This design comes from an exercise in tuning for small area, a short achievable clock period and few clock cycles per item on the open sky130 flow, not from production work. At most, simulation tests tie the RTL to the original design; equivalence was not proved. The RTL of runs 4, 6 and 7 was laid out without a check of its function. Power figures rest on the tool's default switching activity, not on a simulated workload.

File: run.sh
#!/bin/bash
# synth_recipe.tcl (not shown) runs the flow's synth.tcl, then flattens the netlist and writes it again
# the make line also repeats each setting of config.mk as NAME=value (left out here)
make -C /OpenROAD-flow-scripts/flow DESIGN_CONFIG=/design/flow/config.mk WORK_HOME=/design/flow/orfs CLKGATE_MAP_FILE= SYNTH_SCRIPT=/design/flow/synth_recipe.tcl finish
File: config.mk
export PLATFORM = sky130hd
export DESIGN_NAME = divider
export DESIGN_NICKNAME = divider
export VERILOG_FILES = /design/flow/design.v
export SDC_FILE = /design/flow/constraint.sdc
export NUM_CORES = 4
export LEC_CHECK = 0
export CAP_MARGIN = 20
export CORE_MARGIN = 2
export CORE_UTILIZATION = 40
export SETUP_SLACK_MARGIN = 2
export SLEW_MARGIN = 20
File: constraint.sdc
create_clock -name core_clock -period 5.0 [get_ports {clk}]
set_input_delay 1.0000 -clock core_clock [delete_from_list [all_inputs] [get_ports {clk}]]
set_output_delay 1.0000 -clock core_clock [all_outputs]
set_load 0.01 [all_outputs]
File: design.v
module divider #(
    parameter WIDTH = 32
)(
    input  logic                   clk,
    input  logic                   rst_n,
    input  logic                   start,
    input  logic [WIDTH-1:0]       dividend,
    input  logic [WIDTH-1:0]       divisor,
    output logic [WIDTH-1:0]       quotient,
    output logic [WIDTH-1:0]       remainder,
    output logic                   done
);
    logic        busy;
    logic [3:0]  cnt;           
    logic [31:0] rem_reg;       
    logic [31:0] dq_reg;        
    logic [31:0] dsr_reg;       
    logic [4:0] msb;
    always_comb begin
        msb = 5'd0;
        for (int i = 1; i < 32; i++)
            if (divisor[i]) msb = i[4:0];
    end
    logic [4:0]  skip;
    assign skip = {msb[4:2], 2'b00};
    logic [63:0] pre;
    assign pre = {32'd0, dividend} << skip;
    logic [33:0] w;
    logic [34:0] d1, d2, d3;
    assign w  = {rem_reg, dq_reg[31:30]};
    assign d1 = {1'b0, w} - {3'b0, dsr_reg};
    assign d2 = {1'b0, w} - {2'b0, dsr_reg, 1'b0};
    logic [34:0] a3, nd, n2d, s3, cy3;
    assign a3  = {1'b0, w};
    assign nd  = ~{3'b0, dsr_reg};
    assign n2d = ~{2'b0, dsr_reg, 1'b0};
    assign s3  = a3 ^ nd ^ n2d;
    assign cy3 = (a3 & nd) | (a3 & n2d) | (nd & n2d);
    assign d3  = s3 - ~{cy3[33:0], 1'b1};
    logic [1:0]  qd;
    logic [31:0] rnext;
    always_comb begin
        if (!d3[34])      begin qd = 2'd3; rnext = d3[31:0]; end
        else if (!d2[34]) begin qd = 2'd2; rnext = d2[31:0]; end
        else if (!d1[34]) begin qd = 2'd1; rnext = d1[31:0]; end
        else              begin qd = 2'd0; rnext = w[31:0];  end
    end
    always_ff @(posedge clk or negedge rst_n) begin
        if (!rst_n) begin
            busy <= 1'b0;
            done <= 1'b0;
        end else begin
            done <= busy && cnt == 4'd0;
            if (start)
                busy <= 1'b1;
            else if (cnt == 4'd0)
                busy <= 1'b0;
        end
    end
    always_ff @(posedge clk) begin
        if (start) begin
            rem_reg  <= pre[63:32];
            dq_reg   <= pre[31:0];
            dsr_reg  <= divisor;
            cnt      <= {~msb[4:2], 1'b1};
        end else if (busy) begin
            cnt     <= cnt - 4'd1;
            dq_reg  <= {dq_reg[29:0], qd};
            rem_reg <= rnext;
        end
    end
    assign quotient  = dq_reg;
    assign remainder = rem_reg;
endmodule
==> results of run 1 <==
## power by group through the flow
stage               Combinational [mW]  Clock (mW)  Sequential [mW]
floorplan                         4.94           0             1.69
global placement                  6.87           0             1.72
detailed placement                6.88           0             1.72
CTS                               7.69       0.762             1.67
global route                      9.44       0.794             1.65
finish                            8.76       0.765             1.61
## metrics by stage
stage	power [mW]	worst slack [ns]
3_5_place_dp	8.60	-0.0456
2_1_floorplan	6.63	1.53
5_1_grt	11.9	1.00
4_1_cts	10.1	0.923
6_report	11.1	1.08
3_3_place_gp	8.59	-0.0327
## how the worst max path moves through the flow
stage / startpoint / to / slack [ns]
floorplan: dq_reg[31]$_DFFE_PP_ / rem_reg[5]$_DFFE_PP_ / 1.53
global placement: divisor[15] / rem_reg[11]$_DFFE_PP_ / -0.03
detailed placement: divisor[15] / rem_reg[11]$_DFFE_PP_ / -0.05
CTS: dq_reg[31]$_DFFE_PP_ / rem_reg[4]$_DFFE_PP_ / 0.92
global route: dsr_reg[3]$_DFFE_PP_ / rem_reg[4]$_DFFE_PP_ / 1.00
finish: dq_reg[31]$_DFFE_PP_ / rem_reg[5]$_DFFE_PP_ / 1.08
## layer usage
layer | share of wire (%) | routed length, um | up-vias
li1 | - | - | 5038
met1 | 42 | 17100 | 5223
met2 | 45 | 18200 | 572
met3 | 8.6 | 3490 | 103
met4 | 3.8 | 1520 | 2
met5 | 0.032 | 13 | -
## cell type report
type	count	area [um^2]	area share, %
multi-input cells	995	8710	56.7
clock inverters	7	67.6	0.439
inverters	60	228	1.48
flip-flops and latches	102	3040	19.8
clock buffers	9	225	1.46
well taps	372	465	3.03
repair buffers	274	2640	17.1
## kinds of logic after synthesis
group	after synthesis	share of synthesized area, %
buf+inv	104	4.35
xor+xnor	75	5.93
compound gates	420	26.3
fa+ha+maj	134	17.4
mux	57	5.20
flops	102	27.5
simple gates	304	13.3
## placed cells by master (no fill, tap or decap), drive strengths merged, types with 39 or more instances in the layout
cell,count
nand2,98
xnor2,39
mux2i,53
clkdlybuf4s50,110
inv,63
a21o,43
buf,149
ha,100
a21oi,105
nor2,87
o21ai,88
edfxtp,99
## critical path: stages, from the launching register on
cell	delay, ns
edfxtp_1	0.51
fa_2	0.57
inv_2	0.04
ha_4	0.15
nand2b_4	0.14
a211oi_4	0.31
o211ai_4	0.14
a2111oi_4	0.39
a2111oi_4	0.05
buf_4	0.18
o41a_1	0.45
buf_12	0.18
nand2_8	0.06
nor2_4	0.05
a221oi_1	0.30
o21ai_1	0.12
## timing repair
item,CTS,global route
setup endpoints to repair,66,63
setup buffers,55,64
hold endpoints to repair,0,0
pin swaps,37,62
gates resized for setup,178,125
gates cloned,4,2
==> out/qor.txt, run 1 <==
TIMING
----------------------------------------------------------------------------------------
Setup total negative slack                                                          0 ns
Timing-limited maximum frequency                                                 255 MHz
Hold Violations, Final                                                                 0
Tightest slew margin relative to the limit                                         24.4%
Final clock skew                                                               0.0196 ns
RSZ-0062 raised after global routing                                                 yes
Share of the clock period used by the worst path                                   78.5%
Worst Max-Slew Pin Slew                                                          1.13 ns
Min Clock Period, post-route                                                     3.92 ns
Final setup violation count                                                            0
Pins over their slew limit                                                             0
Minimum hold slack                                                              0.545 ns

CLOCK TREE
----------------------------------------------------------------------------------------
Inserted Clock Buffers                                                                 9
Clock transition at path regs                                                    0.09 ns
Clock latency on the worst-skew pair                                             0.38 ns
Root cell of the clock tree                                                    clkbuf_16
Clock tree from TritonCTS                                                           done
CTS hold repair buffers                                                                0
Maximum count of clock buffers along a single path                                     2
CTS HTree Levels                                                                       3
Clock Sink Count                                                                     102

FINAL LAYOUT
----------------------------------------------------------------------------------------
Signed area change from the synthesized netlist to the final layout                38.9%
Share of the core filled with cells                                                56.7%
Antenna fix cells                                                                      0
Total non-filler cell area in the finished layout                             15400 um^2
Post-route non-filler standard cell count                                           1819
Ratio of cells with drive above 1 in the final layout                              26.0%
Total Nets Final                                                                    1643
Filler cells                                                                        2351

GRT
----------------------------------------------------------------------------------------
Number of antenna violations at the first check in global routing                      1
Pin count of the biggest net entering global routing                                  68
Met2 layer usage reported by global route                                          41.8%
Total track usage                                                                  26.7%
Global-route met3 utilization                                                      5.23%
Met1 Use GR                                                                        37.0%
Most Used Layer, Global Route                                                       met2
Number of global-route vias before repair                                          10500
Wire length of the first global-routing pass                                     59.5 mm
Total congestion overflow                                                              0

DETAILED ROUTING
----------------------------------------------------------------------------------------
Sum of routed wire length over all layers                                        40.4 mm
Drt initial violations                                                              1093
Detail-routed via count per cell                                                    6.01
DR vias                                                                            10900
Remaining antenna violation count after routing                                        0
Detail-routed net length per standard cell                                       22.2 um
Post-route DRC violation count                                                         0
Drt pass-1 iters                                                                       7

PWR
----------------------------------------------------------------------------------------
Seq pwr share                                                                      14.5%
Max IR drop VDD                                                                 0.300 mV
Sw Pwr                                                                           5.52 mW
Static power due to leakage                                                      6.28 nW
Internal portion of total power                                                  5.62 mW
Ratio of total power to cell area                                            724 nW/um^2
Net Sw Frac                                                                        49.5%
Share of power burned in the clock network                                          6.9%
Logic gate share of total power                                                    78.7%

SYNTHESIS
----------------------------------------------------------------------------------------
Net Count, Synth                                                                    1397
Most frequently used cell type in the post-synthesis netlist                     a21oi_1
Main area contributors after synthesis                                      edfxtp_1 27%, ha_1 11%, fa_1 6.1%, mux2i_1 4.8%, a21oi_1 4.7%
Number of synthesized register bits                                                  102
Seq/Total Area, Yosys                                                              27.5%
Top cells by count, synth                                                   105 x a21oi_1, 100 x ha_1, 99 x edfxtp_1
Mean instance size in the synthesized netlist                                  9.26 um^2
Area share of the largest cell type after synthesis                                26.8%
Library cell with the largest summed area after synthesis                       edfxtp_1
Number of warnings printed during yosys synthesis                                      1
Netlist cell types                                                                    93
Count of flip-flops with a built-in enable after synthesis                            99
Fraction of registers with async set or reset after synthesis                      1.96%
Top_reg_cell synth                                                              edfxtp_1
Synthesized netlist cell count                                                      1196
Mapped Area                                                                   11100 um^2

MIN PATH
----------------------------------------------------------------------------------------
Tightest Hold Check Type                                                      reg -> reg
Hold path start                                                             cnt[0]$_SDFFE_PP1P_
Instance count along the most critical hold path                                       2
Destination of the worst hold path                                          cnt[0]$_SDFFE_PP1P_

FLOORPLANNING
----------------------------------------------------------------------------------------
Die footprint                                                                 29000 um^2
Count of boundary I/O pins                                                           132
Starting utilization of the core area                                              40.9%
Die extent in x                                                                   170 um
Die span in y                                                                     170 um
Floorplan Core Area                                                           27100 um^2
Number of placement rows                                                              60

PLACE
----------------------------------------------------------------------------------------
Placed Instance Area                                                          12800 um^2
Number of placed cells counting well taps                                           1678
Total half-perimeter wirelength after legalization and detailed placement        28.8 mm
Final estimated routing congestion in global placement                             0.914
Input/output buffers                                                                 131

RUN STATUS
----------------------------------------------------------------------------------------
Run status                                                                  complete, no violations

SETUP PATH
----------------------------------------------------------------------------------------
Launching element type of the critical path                                         flop
Logic depth of the worst register-to-register path                                    15
Crit path capture type                                                              flop
Worst r2r src                                                               dq_reg[31]$_DFFE_PP_
Crit Reg-Reg Endpoint                                                       rem_reg[5]$_DFFE_PP_
Critical path type                                                            reg -> reg
Crit path DAT                                                                    4.03 ns
Required time worst endpoint                                                     5.11 ns
Highest fanout seen on the critical path                                               8
Worst reg-to-reg setup slack                                                     1.08 ns

FLOW RUN
----------------------------------------------------------------------------------------
Maximum capacitance violations                                                         0

Testbench counts, summed over its fixed seeds: cycles 13,384, items 1,280.
==> run 2: changes to the inputs <==
==> flow/run.sh (new file) <==
#!/bin/bash
# The standard layout, with each port buffered by a sky130 buf_1 instead of
# the buffer buffer_ports picks by default.
set -euo pipefail
export BUFFER_PORTS_ARGS="-buffer_cell sky130_fd_sc_hd__buf_1"
bash standard.sh > standard.log 2>&1
==> standard.sh (new file) <==
#!/bin/bash
# synth_recipe.tcl (not shown) runs the flow's synth.tcl, then flattens the netlist and writes it again
# the make line also repeats each setting of config.mk as NAME=value (left out here)
make -C /OpenROAD-flow-scripts/flow DESIGN_CONFIG=/design/flow/config.mk WORK_HOME=/design/flow/orfs CLKGATE_MAP_FILE= SYNTH_SCRIPT=/design/flow/synth_recipe.tcl "${@:-finish}"
--- a/config.mk
+++ b/config.mk
@@ -7,6 +7,6 @@
 export LEC_CHECK = 0
 export CAP_MARGIN = 20
 export CORE_MARGIN = 2
-export CORE_UTILIZATION = 40
-export SETUP_SLACK_MARGIN = 2
+export CORE_UTILIZATION = 60
+export SETUP_SLACK_MARGIN = 1
 export SLEW_MARGIN = 20
removed: run.sh
==> out/qor.txt, run 2 <==
DETAILED ROUTING
----------------------------------------------------------------------------------------
Post-route DRC violation count                                                         0   unchanged
Detail-routed net length per standard cell                                       22.2 um   -0.12%
Wl on met1                                                                       14.6 mm   -15%
Top Metal Used                                                                      met4
Drt initial violations                                                              1030   -5.8%
Detail-routed via count per cell                                                    6.52   +8.5%
Met2 wire length                                                                 16.1 mm   -12%
Remaining antenna violation count after routing                                        0   unchanged
DR vias                                                                            10200   -6.4%
Sum of routed wire length over all layers                                        34.8 mm   -14%
Drt pass-1 iters                                                                       6   -1
Length of routed met3 wiring                                                     2.92 mm   -16%

TIMING
----------------------------------------------------------------------------------------
Final setup violation count                                                            0   unchanged
Tightest slew margin relative to the limit                                         28.3%   +3.9 points
RSZ-0062 raised after global routing                                                 yes
Minimum hold slack                                                              0.394 ns   -0.150 ns
Setup total negative slack                                                          0 ns   unchanged
Share of the clock period used by the worst path                                   78.6%   +0.17 points
Pins over their slew limit                                                             0   unchanged
Min Clock Period, post-route                                                     3.93 ns   +0.00829 ns
Worst Max-Slew Pin Slew                                                          1.07 ns   -0.0582 ns
Hold Violations, Final                                                                 0   unchanged
Timing-limited maximum frequency                                                 254 MHz   -0.21%
Final clock skew                                                               0.0122 ns   -0.00746 ns

SYNTHESIS
----------------------------------------------------------------------------------------
Library cell with the largest summed area after synthesis                       edfxtp_1
Net Count, Synth                                                                    1397   unchanged
Fraction of registers with async set or reset after synthesis                      1.96%   unchanged
Number of synthesized register bits                                                  102   unchanged
Seq/Total Area, Yosys                                                              27.5%   unchanged
Area share of the largest cell type after synthesis                                26.8%   unchanged
Netlist cell types                                                                    93   unchanged
Most frequently used cell type in the post-synthesis netlist                     a21oi_1
Number of warnings printed during yosys synthesis                                      1   unchanged
Top cells by count, synth                                                   105 x a21oi_1, 100 x ha_1, 99 x edfxtp_1
Top_reg_cell synth                                                              edfxtp_1
Synthesized netlist cell count                                                      1196   unchanged
Mean instance size in the synthesized netlist                                  9.26 um^2   unchanged
Mapped Area                                                                   11100 um^2   unchanged
Count of flip-flops with a built-in enable after synthesis                            99   unchanged
Main area contributors after synthesis                                      edfxtp_1 27%, ha_1 11%, fa_1 6.1%, mux2i_1 4.8%, a21oi_1 4.7%

SETUP PATH
----------------------------------------------------------------------------------------
Crit path capture type                                                              flop
Required time worst endpoint                                                     5.12 ns   about the same
Highest fanout seen on the critical path                                               7   -1
Crit path DAT                                                                    4.05 ns   +0.02 ns
Critical path type                                                            reg -> reg
Launching element type of the critical path                                         flop

FINAL LAYOUT
----------------------------------------------------------------------------------------
Most frequent cells in the layout                                           130 x buf_1, 101 x a21oi_1, 99 x edfxtp_1
Ratio of cells with drive above 1 in the final layout                              8.81%   -17 points
Total Nets Final                                                                    1536   -6.5%
Filler cells                                                                        1529   -35%
Signed area change from the synthesized netlist to the final layout                12.0%
Share of the core filled with cells                                                68.8%   +12 points
Commonest non-fill, non-tap cell in the layout                                     buf_1
Total non-filler cell area in the finished layout                             12400 um^2   -19%

GRT
----------------------------------------------------------------------------------------
Number of antenna violations at the first check in global routing                      1   unchanged
Wire length of the first global-routing pass                                     53.5 mm   -10%
Total congestion overflow                                                              0   unchanged
Number of global-route vias before repair                                           9888   -5.4%
Total track usage                                                                  35.1%   +8.4 points
Pin count of the biggest net entering global routing                                  44   -35%

CLOCK TREE
----------------------------------------------------------------------------------------
CTS hold repair buffers                                                                0   unchanged
Clock tree from TritonCTS                                                           done
Clock transition at path regs                                                    0.09 ns   about the same
Root cell of the clock tree                                                    clkbuf_16
Inserted Clock Buffers                                                                 9   unchanged
Maximum count of clock buffers along a single path                                     2   unchanged
CTS HTree Levels                                                                       3   unchanged
Clock latency on the worst-skew pair                                             0.38 ns   about the same
Clock Sink Count                                                                     102   unchanged

PWR
----------------------------------------------------------------------------------------
Total Power                                                                      9.55 mW   -14%
Max IR drop VDD                                                                 0.408 mV   +36%
Ratio of total power to cell area                                            770 nW/um^2   +6.4%
Static power due to leakage                                                      5.39 nW   -14%

PLACE
----------------------------------------------------------------------------------------
Placed Instance Area                                                          11800 um^2   -8.4%
Input/output buffers                                                                 131   unchanged
Final estimated routing congestion in global placement                             0.948   +3.7%
Total half-perimeter wirelength after legalization and detailed placement        27.1 mm   -6.0%

FLOORPLANNING
----------------------------------------------------------------------------------------
Number of placement rows                                                              49   -18%
Die extent in x                                                                   140 um   -18%
Die span in y                                                                     140 um   -18%
Die footprint                                                                 19600 um^2   -33%
Floorplan Core Area                                                           18000 um^2   -33%
Starting utilization of the core area                                              61.4%   +21 points
Count of boundary I/O pins                                                           132   unchanged

MIN PATH
----------------------------------------------------------------------------------------
Tightest Hold Check Type                                                     in -> async

FLOW RUN
----------------------------------------------------------------------------------------
Maximum capacitance violations                                                         0   unchanged

RUN STATUS
----------------------------------------------------------------------------------------
Run status                                                                  complete, no violations

-- run 2: layout make-up --
cell class / instances / area (um^2) / area share [%]
multi-input cells: 990 / 7690 / 62.0
flip-flops and latches: 102 / 3040 / 24.5
repair buffers: 172 / 832 / 6.71
well taps: 229 / 287 / 2.31
clock buffers: 9 / 225 / 1.82
inverters: 60 / 225 / 1.82
clock inverters: 7 / 92.6 / 0.747
diodes: 1 / 2.50 / 0.0202
-- run 2: logic make-up after synthesis --
logic type                 Yosys count  synth area share, %
AOI/OAI and AO/OA                  420                 26.3
and+or+nand+nor                    304                 13.3
adders and majority gates          134                 17.4
buffers and inverters              104                 4.35
DFF                                102                 27.5
xor gates and xnor gates            75                 5.93
muxes                               57                 5.20
-- run 2: what timing repair did --
item	CTS	global route
setup endpoints to repair	30	32
buffers inserted	5	14
pin swaps	1	9
gates resized for setup	8	28
-- run 2: layer usage --
metal,up-vias,global-route usage [%]
li1,4845,-
met4,0,13.4
met5,-,0
met3,81,7.19
met1,4849,47.0
met2,464,56.3
-- run 2: power breakdown --
group | switching [mW] | internal (mW)
clock network | 0.414 | 0.361
registers | 0.322 | 1.32
logic | 4.23 | 2.90
-- run 2: worst paths after layout --
path / start / end / slack, ns / cells after the start
min in group core_clock: cnt[0]$_SDFFE_PP1P_ / cnt[0]$_SDFFE_PP1P_ / 0.55 / 2
min reg2reg: cnt[0]$_SDFFE_PP1P_ / cnt[0]$_SDFFE_PP1P_ / 0.55 / 2
max in group asynchronous: rst_n / done$_DFF_PN0_ / 4.49 / 1
min: rst_n / busy$_DFFE_PN0P_ / 0.39 / 1
max: rem_reg[8]$_DFFE_PP_ / rem_reg[29]$_SDFFCE_PP0P_ / 1.07 / 12
max reg2reg: rem_reg[8]$_DFFE_PP_ / rem_reg[29]$_SDFFCE_PP0P_ / 1.07 / 12
-- run 2: per-stage QoR --
stage | instances | setup WS [ns]
2_1_floorplan | 1196 | 1.37
3_3_place_gp | 1534 | 0.622
3_5_place_dp | 1534 | 0.607
4_1_cts | 1555 | 1.00
5_1_grt | 1569 | 0.895
6_report | 1570 | 1.07
-- run 2: worst max-delay path, stage by stage, from the launching register on --
cell and delay, ns:
edfxtp_1 0.52, fa_1 0.52, ha_1 0.40, a211oi_1 0.46
o2111ai_2 0.25, nand3_1 0.13, o211ai_1 0.18, nor4b_1 0.24
o41ai_2 0.45, o21ai_0 0.19, xor2_1 0.17, nand2_1 0.08
o211ai_1 0.09
==> run 3: changes to the inputs <==
==> config.mk (replaced) <==
export PLATFORM = sky130hd
export DESIGN_NAME = divider
export DESIGN_NICKNAME = divider
export VERILOG_FILES = /design/flow/design.v
export SDC_FILE = /design/flow/constraint.sdc
export NUM_CORES = 4
export LEC_CHECK = 0
export CAP_MARGIN = 0
export CORE_MARGIN = 2
export CORE_UTILIZATION = 40
export SETUP_SLACK_MARGIN = 1
export SLEW_MARGIN = 0
==> out/qor.txt, run 3 <==
TIMING
----------------------------------------------------------------------------------------
Setup total negative slack                                                          0 ns   unchanged
Final setup violation count                                                            0   unchanged
Share of the clock period used by the worst path                                   78.1%   -0.54 points
Timing-limited maximum frequency                                                 256 MHz   +0.69%
Pins over their slew limit                                                             0   unchanged
Tightest slew margin relative to the limit                                         29.4%   +1.2 points
Final clock skew                                                               0.0133 ns   +0.00113 ns
Worst Max-Slew Pin Slew                                                          1.05 ns   -0.0176 ns
RSZ-0062 raised after global routing                                                 yes
Min Clock Period, post-route                                                     3.90 ns   -0.0268 ns
Hold Violations, Final                                                                 0   unchanged

GRT
----------------------------------------------------------------------------------------
Total congestion overflow                                                              0   unchanged
Wire length of the first global-routing pass                                     58.5 mm   +9.3%
Total track usage                                                                  26.1%   -9.0 points
Number of global-route vias before repair                                          10100   +2.5%
Pin count of the biggest net entering global routing                                  51   +16%
Number of antenna violations at the first check in global routing                      0   -1

SYNTHESIS
----------------------------------------------------------------------------------------
Count of flip-flops with a built-in enable after synthesis                            99   unchanged
Number of synthesized register bits                                                  102   unchanged
Main area contributors after synthesis                                      edfxtp_1 27%, ha_1 11%, fa_1 6.1%, mux2i_1 4.8%, a21oi_1 4.7%
Area share of the largest cell type after synthesis                                26.8%   unchanged
Mapped Area                                                                   11100 um^2   unchanged
Fraction of registers with async set or reset after synthesis                      1.96%   unchanged
Most frequently used cell type in the post-synthesis netlist                     a21oi_1
Library cell with the largest summed area after synthesis                       edfxtp_1
Netlist cell types                                                                    93   unchanged
Top_reg_cell synth                                                              edfxtp_1
Synthesized netlist cell count                                                      1196   unchanged
Number of warnings printed during yosys synthesis                                      1   unchanged
Mean instance size in the synthesized netlist                                  9.26 um^2   unchanged
Top cells by count, synth                                                   105 x a21oi_1, 100 x ha_1, 99 x edfxtp_1
Seq/Total Area, Yosys                                                              27.5%   unchanged
Net Count, Synth                                                                    1397   unchanged

FLOORPLANNING
----------------------------------------------------------------------------------------
Die extent in x                                                                   170 um   +22%
Die span in y                                                                     170 um   +22%
Die footprint                                                                 29000 um^2   +48%
Starting utilization of the core area                                              40.9%   -21 points
Count of boundary I/O pins                                                           132   unchanged
Number of placement rows                                                              60   +22%
Floorplan Core Area                                                           27100 um^2   +50%

CLOCK TREE
----------------------------------------------------------------------------------------
Clock Sink Count                                                                     102   unchanged
Clock tree from TritonCTS                                                           done
Clock transition at path regs                                                    0.08 ns   about the same
Maximum count of clock buffers along a single path                                     2   unchanged
Clock latency on the worst-skew pair                                             0.37 ns   about the same
Root cell of the clock tree                                                    clkbuf_16
CTS hold repair buffers                                                                0   unchanged
Inserted Clock Buffers                                                                 9   unchanged
CTS HTree Levels                                                                       3   unchanged

FINAL LAYOUT
----------------------------------------------------------------------------------------
Filler cells                                                                        2639   +73%
Commonest non-fill, non-tap cell in the layout                                     buf_1
Total Nets Final                                                                    1552   +1.0%
Share of the core filled with cells                                                47.0%   -22 points
Most frequent cells in the layout                                           130 x buf_1, 99 x edfxtp_1, 97 x a21oi_1
Antenna fix cells                                                                      0   -1
Signed area change from the synthesized netlist to the final layout                15.1%
Ratio of cells with drive above 1 in the final layout                              11.0%   +2.2 points

SETUP PATH
----------------------------------------------------------------------------------------
Slowest library cell on the worst path                                            o41a_4
Critical path type                                                            reg -> reg
Required time worst endpoint                                                     5.21 ns   +0.09 ns
Worst r2r src                                                               rem_reg[3]$_DFFE_PP_
Gate family responsible for the most delay along the worst path             compound AO/OA/AOI/OAI gates
Crit path buf inv count                                                                1   +1
Highest fanout seen on the critical path                                               8   +1
Delay of the slowest critical-path stage                                         0.60 ns   +0.08 ns
Crit Reg-Reg Endpoint                                                       rem_reg[12]$_DFFE_PP_
Launching element type of the critical path                                         flop
Crit path DAT                                                                    4.11 ns   +0.06 ns
Logic depth of the worst register-to-register path                                    12   unchanged
Worst path cell trace                                                       fa_1, ha_4, nand2_1, a211oi_2, o211ai_2, a2111oi_4, a2111oi_4, o41a_4, buf_6, a31oi_4, a31oi_2, a211oi_2
Worst reg-to-reg setup slack                                                     1.10 ns   +0.03 ns
Crit path capture type                                                              flop

PWR
----------------------------------------------------------------------------------------
Ratio of total power to cell area                                            772 nW/um^2   +0.20%
Static power due to leakage                                                      5.46 nW   +1.4%
Total Power                                                                      9.83 mW   +3.0%
Max IR drop VDD                                                                 0.265 mV   -35%

FLOW RUN
----------------------------------------------------------------------------------------
Maximum capacitance violations                                                         0   unchanged

DETAILED ROUTING
----------------------------------------------------------------------------------------
Remaining antenna violation count after routing                                        0   unchanged
Detail-routed net length per standard cell                                       22.1 um   -0.32%
DR vias                                                                            10500   +2.5%
Drt initial violations                                                              1049   +1.8%
Post-route DRC violation count                                                         0   unchanged
Drt pass-1 iters                                                                       6   unchanged
Sum of routed wire length over all layers                                        38.2 mm   +9.7%
Detail-routed via count per cell                                                    6.07   -6.9%

PLACE
----------------------------------------------------------------------------------------
Total half-perimeter wirelength after legalization and detailed placement        29.3 mm   +8.2%
Input/output buffers                                                                 131   unchanged
Final estimated routing congestion in global placement                             0.940   -0.81%

MIN PATH
----------------------------------------------------------------------------------------
Tightest Hold Check Type                                                     in -> async

RUN STATUS
----------------------------------------------------------------------------------------
Run status                                                                  complete, no violations

## run 3: cell counts after synthesis
Identical to the previous run, type by type.
## run 3: how the worst max path moves through the flow
stage / end / cells past startpoint / slack, ns / startpoint
global placement: rem_reg[30]$_SDFFCE_PP0P_ / 13 / 0.59 / dsr_reg[0]$_DFFE_PP_
floorplan: rem_reg[16]$_DFFE_PP_ / 12 / 1.37 / rem_reg[13]$_DFFE_PP_
global route: rem_reg[29]$_SDFFCE_PP0P_ / 12 / 0.85 / rem_reg[8]$_DFFE_PP_
finish: rem_reg[12]$_DFFE_PP_ / 12 / 1.10 / rem_reg[3]$_DFFE_PP_
detailed placement: rem_reg[30]$_SDFFCE_PP0P_ / 13 / 0.56 / dsr_reg[0]$_DFFE_PP_
CTS: rem_reg[13]$_DFFE_PP_ / 13 / 1.00 / dsr_reg[24]$_DFFE_PP_
## run 3: where the power goes
part / internal [mW] / total [mW] / switching (mW) / leakage (nW)
clock network: 0.412 / 0.791 / 0.379 / 0.157
registers: 1.32 / 1.66 / 0.335 / 1.09
logic: 2.96 / 7.39 / 4.43 / 4.22
## run 3: what timing repair did
action,CTS,global route
pin swaps,5,21
setup buffers,2,35
cloned,0,2
resized for setup,11,42
endpoints found under the setup margin,31,32
## run 3: per-layer routing
layer / track usage, % / wire length, um / vias to the layer above / share of wire (%)
li1: - / - / 4871 / -
met5: 0 / 0 / - / 0
met3: 5.12 / 3630 / 64 / 9.5
met2: 39.5 / 16600 / 527 / 43
met4: 7.73 / 922 / 0 / 2.4
met1: 37.7 / 17100 / 5035 / 45
## run 3: stage by stage
| step | area, um^2 | hold slack (ns) | worst slack, ns | instances |
|---|---|---|---|---|
| 6_report | 12700 | 0.402 | 1.10 | 1728 |
| 2_1_floorplan | 11100 | 0.488 | 1.37 | 1196 |
| 3_5_place_dp | 11900 | 0.519 | 0.561 | 1673 |
| 5_1_grt | 12700 | 0.405 | 0.848 | 1728 |
| 4_1_cts | 12300 | 0.396 | 1.00 | 1691 |
| 3_3_place_gp | 11900 | 0.524 | 0.588 | 1673 |
## run 3: worst register-to-register path: stages, from the launching register on
cell and delay, ns:
edfxtp_1 0.45, fa_1 0.55, ha_4 0.31, nand2_1 0.10, a211oi_2 0.31, o211ai_2 0.18, a2111oi_4 0.47, a2111oi_4 0.13
o41a_4 0.60, buf_6 0.18, a31oi_4 0.14, a31oi_2 0.08, a211oi_2 0.24
## run 3: cell families after synthesis
family	share of synthesized area, %
compound gates	26.3
flops	27.5
mux	5.20
fa+ha+maj	17.4
xor+xnor	5.93
buf+inv	4.35
simple gates	13.3
## run 3: area by class of cell
| class | count | area [um^2] | area share, % |
|---|---|---|---|
| Clock inverter | 6 | 75.1 | 0.589 |
| Clock buffer | 10 | 239 | 1.88 |
| Timing Repair Buffer | 186 | 932 | 7.31 |
| Inverter | 60 | 225 | 1.77 |
| Sequential cell | 102 | 3040 | 23.9 |
| Multi-Input combinational cell | 992 | 7760 | 60.9 |
| Tap cell | 372 | 465 | 3.65 |
==> run 4: changes to the inputs <==
--- a/design.v
+++ b/design.v
@@ -22,7 +22,7 @@
             if (divisor[i]) msb = i[4:0];
     end
     logic [4:0]  skip;
-    assign skip = {msb[4:2], 2'b00};
+    assign skip = {msb[4:1], 1'b0};
     logic [63:0] pre;
     assign pre = {32'd0, dividend} << skip;
     logic [33:0] w;
@@ -62,7 +62,7 @@
             rem_reg  <= pre[63:32];
             dq_reg   <= pre[31:0];
             dsr_reg  <= divisor;
-            cnt      <= {~msb[4:2], 1'b1};
+            cnt      <= ~msb[4:1];
         end else if (busy) begin
             cnt     <= cnt - 4'd1;
             dq_reg  <= {dq_reg[29:0], qd};
--- a/config.mk
+++ b/config.mk
@@ -5,8 +5,8 @@
 export SDC_FILE = /design/flow/constraint.sdc
 export NUM_CORES = 4
 export LEC_CHECK = 0
-export CAP_MARGIN = 0
+export CAP_MARGIN = 20
 export CORE_MARGIN = 2
 export CORE_UTILIZATION = 40
 export SETUP_SLACK_MARGIN = 1
-export SLEW_MARGIN = 0
+export SLEW_MARGIN = 20
==> out/qor.txt, run 4 <==
RUN STATUS
----------------------------------------------------------------------------------------
Run status                                                                  complete, no violations

SETUP PATH
----------------------------------------------------------------------------------------
Crit path capture type                                                              flop
Delay of the slowest critical-path stage                                         0.47 ns   -0.13 ns
Crit path buf inv count                                                                4   +3
Highest fanout seen on the critical path                                               3   -5
Worst path cell trace                                                       inv_2, fa_1, inv_1, ha_2, inv_2, fa_2, a21o_1, a221oi_2, buf_4, a31o_1, o21ai_4, a31oi_4, o211ai_2, a31oi_2, mux2i_1, a221oi_2, o311ai_1
Launching element type of the critical path                                         flop
Required time worst endpoint                                                     5.10 ns   -0.11 ns
Worst reg-to-reg setup slack                                                     1.01 ns   -0.08 ns
Critical path type                                                            reg -> reg
Crit path DAT                                                                    4.09 ns   -0.02 ns
Gate family responsible for the most delay along the worst path             compound AO/OA/AOI/OAI gates
Slowest library cell on the worst path                                          edfxtp_1

SYNTHESIS
----------------------------------------------------------------------------------------
Main area contributors after synthesis                                      edfxtp_1 25%, ha_1 10%, fa_1 5.7%, a21oi_1 4.0%, mux2i_1 3.7%
Net Count, Synth                                                                    1504   +7.7%
Top cells by count, synth                                                   105 x nand2_1, 100 x edfxtp_1, 99 x ha_1, 99 x nor2_1, 97 x a21oi_1
Netlist cell types                                                                    99   +6.5%
Library cell with the largest summed area after synthesis                       edfxtp_1
Top_reg_cell synth                                                              edfxtp_1
Mean instance size in the synthesized netlist                                  9.21 um^2   -0.57%
Seq/Total Area, Yosys                                                              25.4%   -2.0 points
Count of flip-flops with a built-in enable after synthesis                           100   +1.0%
Number of synthesized register bits                                                  102   unchanged
Synthesized netlist cell count                                                      1304   +9.0%
Mapped Area                                                                   12000 um^2   +8.4%
Most frequently used cell type in the post-synthesis netlist                     nand2_1
Fraction of registers with async set or reset after synthesis                      1.96%   unchanged
Number of warnings printed during yosys synthesis                                      1   unchanged
Area share of the largest cell type after synthesis                                25.0%   -1.8 points

TIMING
----------------------------------------------------------------------------------------
RSZ-0062 raised after global routing                                                 yes
Min Clock Period, post-route                                                     3.99 ns   +0.0834 ns
Final clock skew                                                               0.0113 ns   -0.00197 ns
Tightest slew margin relative to the limit                                         26.1%   -3.4 points
Worst Max-Slew Pin Slew                                                          1.10 ns   +0.0431 ns
Final setup violation count                                                            0   unchanged
Timing-limited maximum frequency                                                 251 MHz   -2.1%
Hold Violations, Final                                                                 0   unchanged
Pins over their slew limit                                                             0   unchanged
Setup total negative slack                                                          0 ns   unchanged
Share of the clock period used by the worst path                                   79.8%   +1.7 points

GRT
----------------------------------------------------------------------------------------
Pin count of the biggest net entering global routing                                  46   -9.8%
Number of global-route vias before repair                                          10600   +5.0%
Number of antenna violations at the first check in global routing                      0   unchanged
Wire length of the first global-routing pass                                     61.3 mm   +4.9%
Total congestion overflow                                                              0   unchanged
Total track usage                                                                  25.5%   -0.57 points

FINAL LAYOUT
----------------------------------------------------------------------------------------
Ratio of cells with drive above 1 in the final layout                              10.2%   -0.76 points
Signed area change from the synthesized netlist to the final layout                13.1%
Most frequent cells in the layout                                           130 x buf_1, 104 x nand2_1, 100 x edfxtp_1
Commonest non-fill, non-tap cell in the layout                                     buf_1
Antenna fix cells                                                                      0   unchanged
Total non-filler cell area in the finished layout                             13600 um^2   +6.6%
Total Nets Final                                                                    1642   +5.8%

PLACE
----------------------------------------------------------------------------------------
Final estimated routing congestion in global placement                             0.943   +0.32%
Total half-perimeter wirelength after legalization and detailed placement        32.4 mm   +10%
Placed Instance Area                                                          12900 um^2   +8.5%
Input/output buffers                                                                 131   unchanged

CLOCK TREE
----------------------------------------------------------------------------------------
Clock latency on the worst-skew pair                                             0.37 ns   about the same
Maximum count of clock buffers along a single path                                     2   unchanged
Clock transition at path regs                                                    0.08 ns   about the same
CTS HTree Levels                                                                       3   unchanged
Inserted Clock Buffers                                                                 9   unchanged
Clock tree from TritonCTS                                                           done
Root cell of the clock tree                                                    clkbuf_16
Clock Sink Count                                                                     102   unchanged

DETAILED ROUTING
----------------------------------------------------------------------------------------
Drt pass-1 iters                                                                       6   unchanged
Detail-routed net length per standard cell                                       22.7 um   +2.6%
Detail-routed via count per cell                                                    6.26   +3.1%
Post-route DRC violation count                                                         0   unchanged
Sum of routed wire length over all layers                                        41.7 mm   +9.1%
Remaining antenna violation count after routing                                        0   unchanged
Drt initial violations                                                              1211   +15%
DR vias                                                                            11500   +9.6%

FLOORPLANNING
----------------------------------------------------------------------------------------
Starting utilization of the core area                                              40.6%   -0.25 points
Die extent in x                                                                   177 um   +4.0%
Die footprint                                                                 31400 um^2   +8.2%
Count of boundary I/O pins                                                           132   unchanged
Die span in y                                                                     177 um   +4.0%
Floorplan Core Area                                                           29600 um^2   +9.1%
Number of placement rows                                                              63   +5.0%

FLOW RUN
----------------------------------------------------------------------------------------
Maximum capacitance violations                                                         0   unchanged

PWR
----------------------------------------------------------------------------------------
Total Power                                                                      10.1 mW   +2.2%
Static power due to leakage                                                      5.69 nW   +4.1%
Ratio of total power to cell area                                            740 nW/um^2   -4.1%
Max IR drop VDD                                                                 0.287 mV   +8.1%

MIN PATH
----------------------------------------------------------------------------------------
Tightest Hold Check Type                                                     in -> async

==> run 4: worst register-to-register path, delay by kind of cell (launching register included) <==
family                   cells  cell delay [ns]
AO/OA/AOI/OAI                9             1.81
adder cells (fa/ha/maj)      3             0.95
buffers and inverters        4             0.38
flip-flops                   1             0.47
multiplexers                 1             0.11
==> run 4: what timing repair did <==
action,in CTS,in global routing
endpoints found under the setup margin,29,32
resized for setup,13,31
gates cloned,0,3
buffers inserted,6,11
pin swaps,4,11
hold buffers,0,0
endpoints found under the hold margin,0,0
==> run 4: stage by stage <==
| step | instances | worst slack (ns) | hold slack [ns] | util [%] |
|---|---|---|---|---|
| 3_3_place_gp | 1801 | 0.593 | 0.480 | 43.8 |
| 6_report | 1837 | 1.01 | 0.405 | 46.0 |
| 4_1_cts | 1823 | 0.914 | 0.395 | 45.1 |
| 2_1_floorplan | 1304 | 1.18 | 0.451 | - |
| 5_1_grt | 1837 | 0.832 | 0.401 | 46.0 |
| 3_5_place_dp | 1801 | 0.511 | 0.475 | 43.8 |
==> run 4: final timing paths <==
kind	from	to	depth (start not counted)
max in group asynchronous	rst_n	busy$_DFFE_PN0P_	1
max reg2reg	dsr_reg[0]$_DFFE_PP_	rem_reg[29]$_DFFE_PP_	17
min in group core_clock	busy$_DFFE_PN0P_	busy$_DFFE_PN0P_	2
max	dsr_reg[0]$_DFFE_PP_	rem_reg[29]$_DFFE_PP_	17
min	rst_n	done$_DFF_PN0_	1
min reg2reg	busy$_DFFE_PN0P_	busy$_DFFE_PN0P_	2
==> run 4: routing by layer <==
metal	share of wire [%]	routed length [um]	track usage [%]
met1	43	17900	36.3
met4	2.8	1150	7.23
met2	45	19000	40.1
met3	8.9	3720	4.04
met5	0	0	0
==> run 4: power by group <==
part           total (mW)  switching, mW  internal, mW
Combinational        7.66           4.56          3.10
Sequential           1.69          0.368          1.32
Clock               0.710          0.364         0.345
==> run 4: cell type report <==
| cell class | count | area, um^2 |
|---|---|---|
| fillers | 2849 | 16000 |
| multi-input cells | 1082 | 8570 |
| flip-flops and latches | 102 | 3050 |
| repair buffers | 177 | 925 |
| well taps | 390 | 488 |
| inverters | 70 | 263 |
| clock buffers | 9 | 225 |
| clock inverters | 7 | 58.8 |
==> run 4: cell families after synthesis <==
family                   share of synthesized area (%)
multiplexers                                      8.47
buffers and inverters                             4.70
adder cells (fa/ha/maj)                           16.0
AO/OA/AOI/OAI                                     26.9
XOR/XNOR                                          4.74
flip-flops                                        25.4
AND/OR/NAND/NOR                                   13.7
==> run 5: changes to the inputs <==
--- a/design.v
+++ b/design.v
@@ -22,7 +22,7 @@
             if (divisor[i]) msb = i[4:0];
     end
     logic [4:0]  skip;
-    assign skip = {msb[4:1], 1'b0};
+    assign skip = {msb[4:2], 2'b00};
     logic [63:0] pre;
     assign pre = {32'd0, dividend} << skip;
     logic [33:0] w;
@@ -62,7 +62,7 @@
             rem_reg  <= pre[63:32];
             dq_reg   <= pre[31:0];
             dsr_reg  <= divisor;
-            cnt      <= ~msb[4:1];
+            cnt      <= {~msb[4:2], 1'b1};
         end else if (busy) begin
             cnt     <= cnt - 4'd1;
             dq_reg  <= {dq_reg[29:0], qd};
==> out/qor.txt, run 5 <==
RUN STATUS
----------------------------------------------------------------------------------------
Run status                                                                  complete, no violations

PWR
----------------------------------------------------------------------------------------
Internal portion of total power                                                  4.69 mW   -1.4%
Total Power                                                                      9.83 mW   -2.2%
Static power due to leakage                                                      5.46 nW   -3.9%
Logic gate share of total power                                                    75.1%   -1.1 points
Net Sw Frac                                                                        52.3%   -0.37 points
Max IR drop VDD                                                                 0.265 mV   -7.5%
Seq pwr share                                                                      16.8%   about the same
Ratio of total power to cell area                                            772 nW/um^2   +4.3%
Share of power burned in the clock network                                          8.0%   +0.9 points
Sw Pwr                                                                           5.14 mW   -2.9%

FLOW RUN
----------------------------------------------------------------------------------------
Maximum capacitance violations                                                         0   unchanged

GRT
----------------------------------------------------------------------------------------
Total track usage                                                                  26.1%   +0.57 points
Wire length of the first global-routing pass                                     58.5 mm   -4.7%
Pin count of the biggest net entering global routing                                  51   +11%
Total congestion overflow                                                              0   unchanged
Number of global-route vias before repair                                          10100   -4.8%
Number of antenna violations at the first check in global routing                      0   unchanged

PLACE
----------------------------------------------------------------------------------------
Input/output buffers                                                                 131   unchanged
Placed Instance Area                                                          11900 um^2   -7.9%
Total half-perimeter wirelength after legalization and detailed placement        29.3 mm   -9.4%
Final estimated routing congestion in global placement                             0.940   -0.32%

SETUP PATH
----------------------------------------------------------------------------------------
Crit path DAT                                                                    4.11 ns   +0.02 ns
Worst reg-to-reg setup slack                                                     1.10 ns   +0.08 ns
Logic depth of the worst register-to-register path                                    12   -5
Required time worst endpoint                                                     5.21 ns   +0.11 ns
Critical path type                                                            reg -> reg
Critical Path Start                                                         rem_reg[3]$_DFFE_PP_
Worst path cell trace                                                       fa_1, ha_4, nand2_1, a211oi_2, o211ai_2, a2111oi_4, a2111oi_4, o41a_4, buf_6, a31oi_4, a31oi_2, a211oi_2
Crit path capture type                                                              flop
Slowest library cell on the worst path                                            o41a_4
Crit Reg-Reg Endpoint                                                       rem_reg[12]$_DFFE_PP_
Launching element type of the critical path                                         flop
Highest fanout seen on the critical path                                               8   +5
Delay of the slowest critical-path stage                                         0.60 ns   +0.13 ns
Worst r2r src                                                               rem_reg[3]$_DFFE_PP_

TIMING
----------------------------------------------------------------------------------------
Final setup violation count                                                            0   unchanged
Timing-limited maximum frequency                                                 256 MHz   +2.1%
Minimum hold slack                                                              0.402 ns   -0.00274 ns
Share of the clock period used by the worst path                                   78.1%   -1.7 points
RSZ-0062 raised after global routing                                                 yes
Setup total negative slack                                                          0 ns   unchanged
Final clock skew                                                               0.0133 ns   +0.00197 ns
Hold Violations, Final                                                                 0   unchanged
Worst Max-Slew Pin Slew                                                          1.05 ns   -0.0431 ns
Tightest slew margin relative to the limit                                         29.4%   +3.4 points
Min Clock Period, post-route                                                     3.90 ns   -0.0834 ns
Pins over their slew limit                                                             0   unchanged

FLOORPLANNING
----------------------------------------------------------------------------------------
Die footprint                                                                 29000 um^2   -7.6%
Number of placement rows                                                              60   -4.8%
Floorplan Core Area                                                           27100 um^2   -8.3%
Die span in y                                                                     170 um   -3.9%
Die extent in x                                                                   170 um   -3.9%
Starting utilization of the core area                                              40.9%   +0.25 points
Count of boundary I/O pins                                                           132   unchanged

SYNTHESIS
----------------------------------------------------------------------------------------
Most frequently used cell type in the post-synthesis netlist                     a21oi_1
Number of synthesized register bits                                                  102   unchanged
Seq/Total Area, Yosys                                                              27.5%   +2.0 points
Top cells by count, synth                                                   105 x a21oi_1, 100 x ha_1, 99 x edfxtp_1
Number of warnings printed during yosys synthesis                                      1   unchanged
Area share of the largest cell type after synthesis                                26.8%   +1.8 points
Mean instance size in the synthesized netlist                                  9.26 um^2   +0.58%
Mapped Area                                                                   11100 um^2   -7.8%
Top_reg_cell synth                                                              edfxtp_1
Netlist cell types                                                                    93   -6.1%
Count of flip-flops with a built-in enable after synthesis                            99   -1.0%
Synthesized netlist cell count                                                      1196   -8.3%
Main area contributors after synthesis                                      edfxtp_1 27%, ha_1 11%, fa_1 6.1%, mux2i_1 4.8%, a21oi_1 4.7%
Net Count, Synth                                                                    1397   -7.1%
Library cell with the largest summed area after synthesis                       edfxtp_1
Fraction of registers with async set or reset after synthesis                      1.96%   unchanged

FINAL LAYOUT
----------------------------------------------------------------------------------------
Total Nets Final                                                                    1552   -5.5%
Commonest non-fill, non-tap cell in the layout                                     buf_1
Antenna fix cells                                                                      0   unchanged
Ratio of cells with drive above 1 in the final layout                              11.0%   +0.76 points
Signed area change from the synthesized netlist to the final layout                15.1%
Most frequent cells in the layout                                           130 x buf_1, 99 x edfxtp_1, 97 x a21oi_1
Filler cells                                                                        2639   -7.4%
Total non-filler cell area in the finished layout                             12700 um^2   -6.2%

CLOCK TREE
----------------------------------------------------------------------------------------
CTS hold repair buffers                                                                0   unchanged
Clock transition at path regs                                                    0.08 ns   about the same
Clock latency on the worst-skew pair                                             0.37 ns   about the same
Inserted Clock Buffers                                                                 9   unchanged
Maximum count of clock buffers along a single path                                     2   unchanged
Clock Sink Count                                                                     102   unchanged
Root cell of the clock tree                                                    clkbuf_16
Clock tree from TritonCTS                                                           done
CTS HTree Levels                                                                       3   unchanged

DETAILED ROUTING
----------------------------------------------------------------------------------------
DR vias                                                                            10500   -8.7%
Post-route DRC violation count                                                         0   unchanged
Detail-routed net length per standard cell                                       22.1 um   -2.5%
Drt initial violations                                                              1049   -13%
Detail-routed via count per cell                                                    6.07   -3.0%
Sum of routed wire length over all layers                                        38.2 mm   -8.3%
Drt pass-1 iters                                                                       6   unchanged
Remaining antenna violation count after routing                                        0   unchanged

MIN PATH
----------------------------------------------------------------------------------------
Tightest Hold Check Type                                                     in -> async

run 5: changes by cell type after synthesis, sizes merged, moves of 7 or more:
cell | previous run | this run
a211oi | 29 | 18
a21boi | 10 | 3
a31oi | 27 | 18
inv | 70 | 60
mux2i | 45 | 53
mux4 | 21 | 0
nand2 | 105 | 98
nor2 | 102 | 86
o211ai | 23 | 16
o21a | 24 | 13
xor2 | 27 | 36
run 5: worst max-delay path by stage:
stage | end | slack, ns | cells after the start
after floorplan | rem_reg[16]$_DFFE_PP_ | 1.37 | 12
after global placement | rem_reg[30]$_SDFFCE_PP0P_ | 0.59 | 13
after detailed placement | rem_reg[30]$_SDFFCE_PP0P_ | 0.56 | 13
after CTS | rem_reg[13]$_DFFE_PP_ | 1.00 | 13
after global routing | rem_reg[29]$_SDFFCE_PP0P_ | 0.85 | 12
final | rem_reg[12]$_DFFE_PP_ | 1.10 | 12
run 5: power by group through the flow:
stage / clock network [mW] / logic [mW] / registers (mW)
2_1_floorplan: 0 / 4.83 / 1.69
3_3_place_gp: 0 / 6.62 / 1.69
3_5_place_dp: 0 / 6.60 / 1.69
4_1_cts: 0.797 / 6.72 / 1.68
5_1_grt: 0.822 / 8.05 / 1.69
6_report: 0.791 / 7.39 / 1.66
run 5: final cells by class:
type / instances / area [um^2] / share of cell area, %
sequential: 102 / 3040 / 23.9
inverter: 60 / 225 / 1.77
multi-input combinational: 992 / 7760 / 60.9
tap: 372 / 465 / 3.65
clock buffer: 10 / 239 / 1.88
timing repair buffer: 186 / 932 / 7.31
clock inverter: 6 / 75.1 / 0.589
run 5: cell families (layout without fill, tap and decap cells):
| kind of cell | count (synthesis) | count (layout) | share of synthesized area, % |
|---|---|---|---|
| AND/OR/NAND/NOR | 304 | 305 | 13.3 |
| buffers and inverters | 104 | 262 | 4.35 |
| AO/OA/AOI/OAI | 420 | 421 | 26.3 |
| multiplexers | 57 | 57 | 5.20 |
| flip-flops | 102 | 102 | 27.5 |
| adder cells (fa/ha/maj) | 134 | 134 | 17.4 |
| XOR/XNOR | 75 | 75 | 5.93 |
run 5: layer usage:
metal  global-route usage [%]  vias up  share of wire, %
met5                        0        -                 0
met4                     7.73        0               2.4
met2                     39.5      527                43
met1                     37.7     5035                45
li1                         -     4871                 -
met3                     5.12       64               9.5
run 5: timing repair:
action	CTS	global route
setup endpoints to repair	31	32
cloned	0	2
pin swaps	5	21
setup buffers	2	35
resized for setup	11	42
run 5: critical path, delay by kind of cell, from the launching register on:
family / cells / cell delay, ns
adders and majority gates: 2 / 0.85
AOI/OAI and AO/OA: 8 / 2.15
DFF: 1 / 0.45
buffers and inverters: 1 / 0.18
and+or+nand+nor: 1 / 0.10
run 5: stage by stage:
step           cells  utilization (%)  setup slack (ns)
6_report        1728             47.0              1.10
5_1_grt         1728             47.0             0.848
4_1_cts         1691             45.4              1.00
3_5_place_dp    1673             44.0             0.561
3_3_place_gp    1673             44.0             0.588
2_1_floorplan   1196                -              1.37
Testbench counts of run 5, summed over its fixed seeds: cycles 13,384, items 1,280.
==> run 6: changes to the inputs <==
--- a/design.v
+++ b/design.v
@@ -37,14 +37,17 @@
     assign s3  = a3 ^ nd ^ n2d;
     assign cy3 = (a3 & nd) | (a3 & n2d) | (nd & n2d);
     assign d3  = s3 - ~{cy3[33:0], 1'b1};
+    logic        ge1, ge2, ge3;
     logic [1:0]  qd;
     logic [31:0] rnext;
-    always_comb begin
-        if (!d3[34])      begin qd = 2'd3; rnext = d3[31:0]; end
-        else if (!d2[34]) begin qd = 2'd2; rnext = d2[31:0]; end
-        else if (!d1[34]) begin qd = 2'd1; rnext = d1[31:0]; end
-        else              begin qd = 2'd0; rnext = w[31:0];  end
-    end
+    assign ge1 = ~d1[34];
+    assign ge2 = ~d2[34];
+    assign ge3 = ~d3[34];
+    assign qd  = {ge2, ge3 | (ge1 & ~ge2)};
+    assign rnext = ({32{ge3}}        & d3[31:0])
+                 | ({32{ge2 & ~ge3}} & d2[31:0])
+                 | ({32{ge1 & ~ge2}} & d1[31:0])
+                 | ({32{~ge1}}       & w[31:0]);
     always_ff @(posedge clk or negedge rst_n) begin
         if (!rst_n) begin
             busy <= 1'b0;
@@ -62,13 +65,17 @@
             rem_reg  <= pre[63:32];
             dq_reg   <= pre[31:0];
             dsr_reg  <= divisor;
-            cnt      <= {~msb[4:2], 1'b1};
         end else if (busy) begin
-            cnt     <= cnt - 4'd1;
             dq_reg  <= {dq_reg[29:0], qd};
             rem_reg <= rnext;
         end
     end
+    always_ff @(posedge clk) begin
+        if (start)
+            cnt <= {~msb[4:2], 1'b1};
+        else
+            cnt <= cnt - 4'd1;
+    end
     assign quotient  = dq_reg;
     assign remainder = rem_reg;
 endmodule
==> out/qor.txt, run 6 <==
SETUP PATH
----------------------------------------------------------------------------------------
Critical path type                                                            reg -> reg
Crit path DAT                                                                    4.03 ns   -0.08 ns
Required time worst endpoint                                                     5.08 ns   -0.13 ns
Delay of the slowest critical-path stage                                         0.51 ns   -0.09 ns
Highest fanout seen on the critical path                                              10   +2
Critical Path Start                                                         rem_reg[12]$_DFFE_PP_
Crit path capture type                                                              flop
Logic depth of the worst register-to-register path                                    13   +1
Worst r2r src                                                               rem_reg[12]$_DFFE_PP_
Launching element type of the critical path                                         flop
Worst path cell trace                                                       fa_1, ha_4, and3_4, nand2_1, or3_4, a211oi_4, o311ai_4, a31oi_4, nor2b_1, buf_6, a221o_1, a221oi_2, a21oi_1
Worst reg-to-reg setup slack                                                     1.06 ns   -0.04 ns
Capturing element of the worst setup path                                   rem_reg[16]$_DFFE_PP_
Slowest library cell on the worst path                                              fa_1
Crit Reg-Reg Endpoint                                                       rem_reg[16]$_DFFE_PP_

FLOORPLANNING
----------------------------------------------------------------------------------------
Die extent in x                                                                   169 um   -0.85%
Die span in y                                                                     169 um   -0.85%
Floorplan Core Area                                                           26800 um^2   -1.1%
Die footprint                                                                 28500 um^2   -1.7%
Count of boundary I/O pins                                                           132   unchanged
Starting utilization of the core area                                              40.6%   -0.26 points
Number of placement rows                                                              60   unchanged

CLOCK TREE
----------------------------------------------------------------------------------------
Root cell of the clock tree                                                    clkbuf_16
Inserted Clock Buffers                                                                 9   unchanged
Clock latency on the worst-skew pair                                             0.37 ns   about the same
Clock tree from TritonCTS                                                           done
CTS HTree Levels                                                                       3   unchanged
Maximum count of clock buffers along a single path                                     2   unchanged
CTS hold repair buffers                                                                0   unchanged
Clock transition at path regs                                                    0.09 ns   about the same
Clock Sink Count                                                                     102   unchanged

FINAL LAYOUT
----------------------------------------------------------------------------------------
Signed area change from the synthesized netlist to the final layout                15.9%
Ratio of cells with drive above 1 in the final layout                              11.8%   +0.83 points
Antenna fix cells                                                                      0   unchanged
Filler cells                                                                        2615   -0.91%
Most frequent cells in the layout                                           132 x a21oi_1, 130 x buf_1, 101 x nand2_1
Commonest non-fill, non-tap cell in the layout                                   a21oi_1
Total Nets Final                                                                    1549   -0.19%

TIMING
----------------------------------------------------------------------------------------
Share of the clock period used by the worst path                                   78.8%   +0.74 points
Setup total negative slack                                                          0 ns   unchanged
Minimum hold slack                                                              0.401 ns   -0.000524 ns
Final setup violation count                                                            0   unchanged
Worst Max-Slew Pin Slew                                                         0.695 ns   -0.360 ns
Min Clock Period, post-route                                                     3.94 ns   +0.0371 ns
Pins over their slew limit                                                             0   unchanged
Final clock skew                                                               0.0136 ns   +0.000257 ns
RSZ-0062 raised after global routing                                                 yes
Hold Violations, Final                                                                 0   unchanged
Timing-limited maximum frequency                                                 254 MHz   -0.94%
Tightest slew margin relative to the limit                                         53.7%   +24 points

SYNTHESIS
----------------------------------------------------------------------------------------
Mean instance size in the synthesized netlist                                  9.11 um^2   -1.6%
Area fraction in compound gates after synthesis                                    26.0%   -0.25 points
Netlist cell types                                                                    78   -16%
Net Count, Synth                                                                    1394   -0.21%
Post-synthesis adder-cell area fraction                                            17.6%   +0.19 points
Fraction of synthesized area in multiplexers                                       4.77%   -0.43 points
Library cell with the largest summed area after synthesis                       edfxtp_1
Most frequently used cell type in the post-synthesis netlist                     a21oi_1
Area share of the largest cell type after synthesis                                26.5%   -0.36 points
Synth Area in XOR/XNOR                                                             6.28%   +0.35 points
Top cells by count, synth                                                   136 x a21oi_1, 101 x nand2_1, 99 x ha_1
Number of warnings printed during yosys synthesis                                      1   unchanged
Mapped Area                                                                   10900 um^2   -1.7%
Number of synthesized register bits                                                  102   unchanged
Synthesized netlist cell count                                                      1194   -0.17%
Post-Synth Simple-Gate Area                                                        13.4%   +0.085 points
Top_reg_cell synth                                                              edfxtp_1
Main area contributors after synthesis                                      edfxtp_1 26%, ha_1 11%, a21oi_1 6.3%, fa_1 6.3%, xnor2_1 4.0%
Count of flip-flops with a built-in enable after synthesis                            96   -3.0%
Seq/Total Area, Yosys                                                              27.7%   +0.21 points
Largest family of logic cells by synthesized area                           compound AO/OA/AOI/OAI gates
Fraction of registers with async set or reset after synthesis                      1.96%   unchanged

DETAILED ROUTING
----------------------------------------------------------------------------------------
Sum of routed wire length over all layers                                        37.7 mm   -1.3%
Drt initial violations                                                              1007   -4.0%
Met2 wire length                                                                 17.2 mm   +3.9%
Detail-routed via count per cell                                                    6.06   -0.19%
Length of routed met3 wiring                                                     2.59 mm   -29%
Drt pass-1 iters                                                                       5   -1
Top Metal Used                                                                      met4
Post-route DRC violation count                                                         0   unchanged
Detail-routed net length per standard cell                                       22.2 um   +0.59%
DR vias                                                                            10300   -2.1%
Wl on met1                                                                       17.1 mm   -0.18%
Remaining antenna violation count after routing                                        0   unchanged

GRT
----------------------------------------------------------------------------------------
Number of global-route vias before repair                                           9886   -2.5%
Total congestion overflow                                                              0   unchanged
Total track usage                                                                  26.1%   -0.045 points
Number of antenna violations at the first check in global routing                      0   unchanged
Wire length of the first global-routing pass                                     57.5 mm   -1.6%
Pin count of the biggest net entering global routing                                  48   -5.9%

PLACE
----------------------------------------------------------------------------------------
Final estimated routing congestion in global placement                             0.927   -1.4%
Total half-perimeter wirelength after legalization and detailed placement        29.0 mm   -1.1%
Input/output buffers                                                                 131   unchanged

RUN STATUS
----------------------------------------------------------------------------------------
Run status                                                                  complete, no violations

FLOW RUN
----------------------------------------------------------------------------------------
Maximum capacitance violations                                                         0   unchanged

MIN PATH
----------------------------------------------------------------------------------------
Tightest Hold Check Type                                                     in -> async

PWR
----------------------------------------------------------------------------------------
Max IR drop VDD                                                                 0.325 mV   +22%
Static power due to leakage                                                      5.20 nW   -4.9%
Ratio of total power to cell area                                            751 nW/um^2   -2.7%

## run 6: power by group
group	internal, mW	total [mW]	switching [mW]
Combinational	3.00	7.24	4.24
Sequential	1.22	1.49	0.266
Clock	0.377	0.753	0.376
Total	4.60	9.48	4.88
## run 6: layer usage
| layer | vias up | GRT usage (%) |
|---|---|---|
| met5 | - | 0 |
| met4 | 0 | 7.57 |
| met1 | 4965 | 37.9 |
| met2 | 439 | 41.0 |
| met3 | 55 | 2.83 |
| li1 | 4818 | - |
## run 6: worst min path at each step
stage                     depth (start not counted)  slack, ns         startpoint           endpoint
after floorplan                                   1       0.37  cnt[0]$_SDFF_PP1_  cnt[0]$_SDFF_PP1_
after global placement                            1       0.39  cnt[0]$_SDFF_PP1_  cnt[0]$_SDFF_PP1_
after detailed placement                          1       0.39  cnt[0]$_SDFF_PP1_  cnt[0]$_SDFF_PP1_
after CTS                                         1       0.39              rst_n   busy$_DFFE_PN0P_
after global routing                              1       0.40              rst_n   busy$_DFFE_PN0P_
final                                             1       0.40              rst_n   busy$_DFFE_PN0P_
## run 6: cells by family (layout without fill, tap and decap cells)
family	after synthesis	count (layout)
multiplexers	47	47
buffers and inverters	105	265
AND/OR/NAND/NOR	311	311
adder cells (fa/ha/maj)	133	133
XOR/XNOR	78	78
flip-flops	102	102
AO/OA/AOI/OAI	418	418
## run 6: worst max-delay path, delay by kind of cell (launching register included)
kind / cells / cell delay, ns
adder cells (fa/ha/maj): 2 / 0.83
flip-flops: 1 / 0.49
AND/OR/NAND/NOR: 4 / 0.82
buffers and inverters: 1 / 0.18
AO/OA/AOI/OAI: 6 / 1.34
## run 6: cell type report
type                    count  area (um^2)  share of cell area, %
multi-input cells         987         7680                   60.8
clock inverters             6         48.8                  0.387
flip-flops and latches    102         3010                   23.9
repair buffers            187          961                   7.62
inverters                  62          240                   1.90
well taps                 341          427                   3.38
clock buffers              10          250                   1.98
## run 6: what timing repair did
action                                  CTS  global route
pin swaps                                 1            12
setup buffers                            13            24
gates resized for setup                  21            52
endpoints found under the setup margin   25            27
endpoints found under the hold margin     0             0
## run 6: through the flow
step	total power, mW	cell area [um^2]	std cells	worst slack (ns)	utilization, %
2_1_floorplan	6.23	10900	1194	1.43	-
3_3_place_gp	7.93	11800	1642	0.534	43.9
3_5_place_dp	7.92	11800	1642	0.564	43.9
4_1_cts	8.87	12200	1671	0.960	45.6
5_1_grt	10.2	12600	1695	0.847	47.1
6_report	9.48	12600	1695	1.06	47.1
==> run 7: changes to the inputs <==
--- a/config.mk
+++ b/config.mk
@@ -8,5 +8,5 @@
 export CAP_MARGIN = 20
 export CORE_MARGIN = 2
 export CORE_UTILIZATION = 40
-export SETUP_SLACK_MARGIN = 1
+export SETUP_SLACK_MARGIN = 1.3
 export SLEW_MARGIN = 20
==> out/qor.txt, run 7 <==
FINAL LAYOUT
----------------------------------------------------------------------------------------
Commonest non-fill, non-tap cell in the layout                                     buf_1
Most frequent cells in the layout                                           130 x buf_1, 123 x a21oi_1, 98 x nand2_1
Share of the core filled with cells                                                49.8%   +2.8 points
Total Nets Final                                                                    1586   +2.4%
Signed area change from the synthesized netlist to the final layout                22.7%
Footprint of the multi-input gates                                             8080 um^2   +5.2%
Ratio of cells with drive above 1 in the final layout                              18.0%   +6.2 points

GRT
----------------------------------------------------------------------------------------
Pin count of the biggest net entering global routing                                  48   unchanged
Total congestion overflow                                                              0   unchanged
Number of antenna violations at the first check in global routing                      0   unchanged
Wire length of the first global-routing pass                                     58.4 mm   +1.6%
Total track usage                                                                  26.6%   +0.57 points
Number of global-route vias before repair                                          10100   +2.5%

TIMING
----------------------------------------------------------------------------------------
Hold Violations, Final                                                                 0   unchanged
Min Clock Period, post-route                                                     3.83 ns   -0.113 ns
Final clock skew                                                               0.0139 ns   +0.000352 ns
Share of the clock period used by the worst path                                   76.6%   -2.3 points
Final setup violation count                                                            0   unchanged
Timing-limited maximum frequency                                                 261 MHz   +2.9%
Pins over their slew limit                                                             0   unchanged
RSZ-0062 raised after global routing                                                 yes
Worst Max-Slew Pin Slew                                                         0.712 ns   +0.0174 ns
Setup total negative slack                                                          0 ns   unchanged
Minimum hold slack                                                              0.401 ns   +0.00000900 ns
Tightest slew margin relative to the limit                                         52.5%   -1.2 points

DETAILED ROUTING
----------------------------------------------------------------------------------------
Detail-routed via count per cell                                                    6.13   +1.0%
Detail-routed net length per standard cell                                       22.5 um   +1.2%
Sum of routed wire length over all layers                                        39.0 mm   +3.5%
Drt pass-1 iters                                                                       5   unchanged
Remaining antenna violation count after routing                                        0   unchanged
DR vias                                                                            10600   +3.2%
Drt initial violations                                                              1019   +1.2%

SYNTHESIS
----------------------------------------------------------------------------------------
Number of warnings printed during yosys synthesis                                      1   unchanged
Net Count, Synth                                                                    1394   unchanged
Mean instance size in the synthesized netlist                                  9.11 um^2   unchanged
Top cells by count, synth                                                   136 x a21oi_1, 101 x nand2_1, 99 x ha_1
Seq/Total Area, Yosys                                                              27.7%   unchanged
Number of synthesized register bits                                                  102   unchanged
Most frequently used cell type in the post-synthesis netlist                     a21oi_1
Top_reg_cell synth                                                              edfxtp_1
Mapped Area                                                                   10900 um^2   unchanged
Fraction of registers with async set or reset after synthesis                      1.96%   unchanged
Area share of the largest cell type after synthesis                                26.5%   unchanged
Library cell with the largest summed area after synthesis                       edfxtp_1

SETUP PATH
----------------------------------------------------------------------------------------
Crit path DAT                                                                    3.94 ns   -0.09 ns
Launching element type of the critical path                                         flop
Crit path capture type                                                              flop
Worst reg-to-reg setup slack                                                     1.17 ns   +0.11 ns
Critical path type                                                            reg -> reg
Crit Reg-Reg Endpoint                                                       rem_reg[1]$_DFFE_PP_
Logic depth of the worst register-to-register path                                    14   +1
Slowest library cell on the worst path                                              fa_1

FLOORPLANNING
----------------------------------------------------------------------------------------
Starting utilization of the core area                                              40.6%   unchanged
Number of placement rows                                                              60   unchanged
Count of boundary I/O pins                                                           132   unchanged
Die span in y                                                                     169 um   unchanged
Die footprint                                                                 28500 um^2   unchanged

CLOCK TREE
----------------------------------------------------------------------------------------
Clock latency on the worst-skew pair                                             0.37 ns   about the same
Root cell of the clock tree                                                    clkbuf_16
CTS HTree Levels                                                                       3   unchanged
CTS hold repair buffers                                                                0   unchanged
Inserted Clock Buffers                                                                 9   unchanged
Clock Sink Count                                                                     102   unchanged
Clock transition at path regs                                                    0.08 ns   about the same
Clock tree from TritonCTS                                                           done

PWR
----------------------------------------------------------------------------------------
Ratio of total power to cell area                                            778 nW/um^2   +3.6%

PLACE
----------------------------------------------------------------------------------------
Number of placed cells counting well taps                                           1642   unchanged
Total half-perimeter wirelength after legalization and detailed placement        29.0 mm   unchanged
Final estimated routing congestion in global placement                             0.927   unchanged
Input/output buffers                                                                 131   unchanged

RUN STATUS
----------------------------------------------------------------------------------------
Run status                                                                  complete, no violations

[run 7: cell type report]
class,instances,area share [%]
clock buffer,10,1.87
inverter,62,1.80
tap,341,3.19
multi-input combinational,987,60.5
timing repair buffer,224,9.76
sequential,102,22.6
clock inverter,6,0.365
[run 7: metal layers]
layer  track usage [%]  up-vias  share of wire (%)
met3              4.75       89                8.9
met4              10.4        0                3.8
met1              37.1     5082                 43
li1                  -     4902                  -
met5                 0        -                  0
met2              41.1      536                 44
[run 7: timing repair]
item | 4_1_cts | 5_1_grt
setup endpoints to repair | 35 | 36
pin swaps | 15 | 39
setup buffers | 38 | 33
cloned | 1 | 2
gates resized for setup | 82 | 67
[run 7: stage by stage]
stage               setup WS (ns)  total power, mW
CTS                          1.21             9.52
detailed placement          0.564             7.92
global route                 1.08             11.1
global placement            0.534             7.93
finish                       1.17             10.4
floorplan                    1.43             6.23
[run 7: how the worst max path moves through the flow]
stage	startpoint	endpoint	slack (ns)	depth (start not counted)
after CTS	dsr_reg[15]$_DFFE_PP_	rem_reg[1]$_DFFE_PP_	1.21	14
final	dsr_reg[15]$_DFFE_PP_	rem_reg[1]$_DFFE_PP_	1.17	14
after floorplan	rem_reg[9]$_DFFE_PP_	rem_reg[1]$_DFFE_PP_	1.43	13
after global routing	dq_reg[31]$_DFFE_PP_	rem_reg[27]$_DFFE_PP_	1.08	15
after global placement	dsr_reg[21]$_DFFE_PP_	rem_reg[11]$_DFFE_PP_	0.53	14
after detailed placement	dsr_reg[20]$_DFFE_PP_	rem_reg[11]$_DFFE_PP_	0.56	14
[run 7: worst max-delay path: cells and delay by family (launching register included)]
kind,cells,cell delay [ns]
AOI/OAI and AO/OA,5,1.08
adders and majority gates,2,0.78
buffers and inverters,2,0.27
DFF,1,0.39
muxes,1,0.25
and+or+nand+nor,4,0.81
[run 7: where the power goes]
part           internal [mW]  leakage, nW  switching, mW
registers               1.22         1.08          0.223
clock network          0.377        0.151          0.371
logic                   3.54         4.21           4.66
total                   5.14         5.44           5.26
[run 7: cells by family after synthesis]
logic type,share of synthesized area (%)
compound gates,26.0
simple gates,13.4
fa+ha+maj,17.6
buf+inv,4.20
flops,27.7
xor+xnor,6.28
mux,4.77

[separate check: timing with driven ports]
How much do the figures lean on ideal ports? The routed layouts below were timed once more, with nothing changed but the port constraints. Step 1 assumes that a clkbuf_16 drives the clock port and a buf_2 every other input. Step 2 moves the port delays by t, midway between the first and last clock arrival at a register: inputs arrive t later, outputs are due t later. That takes back most of the time a late clock gives input paths. Three values: ideal, step 1, step 2; two values: the first two.
run | t (ns) | setup slack, ns | clock arrival spread, ns
run 1 | 0.414 | 1.077 / 1.077 / 1.077 | 0.020 / 0.020
run 2 | 0.416 | 1.069 / 1.069 / 0.838 | 0.015 / 0.014
run 3 | 0.416 | 1.096 / 1.096 / 0.969 | 0.014 / 0.013
run 4 | 0.414 | 1.012 / 1.012 / 0.676 | 0.011 / 0.011
run 5 | 0.416 | 1.096 / 1.096 / 0.969 | 0.014 / 0.013
run 6 | 0.406 | 1.059 / 1.059 / 0.807 | 0.015 / 0.015
run 7 | 0.406 | 1.171 / 1.171 / 0.969 | 0.014 / 0.014
After both steps setup and hold are still met in every run listed. The setup slack of run 4, which loses most, moves by 0.000 ns with the drivers and by -0.336 ns with both steps.
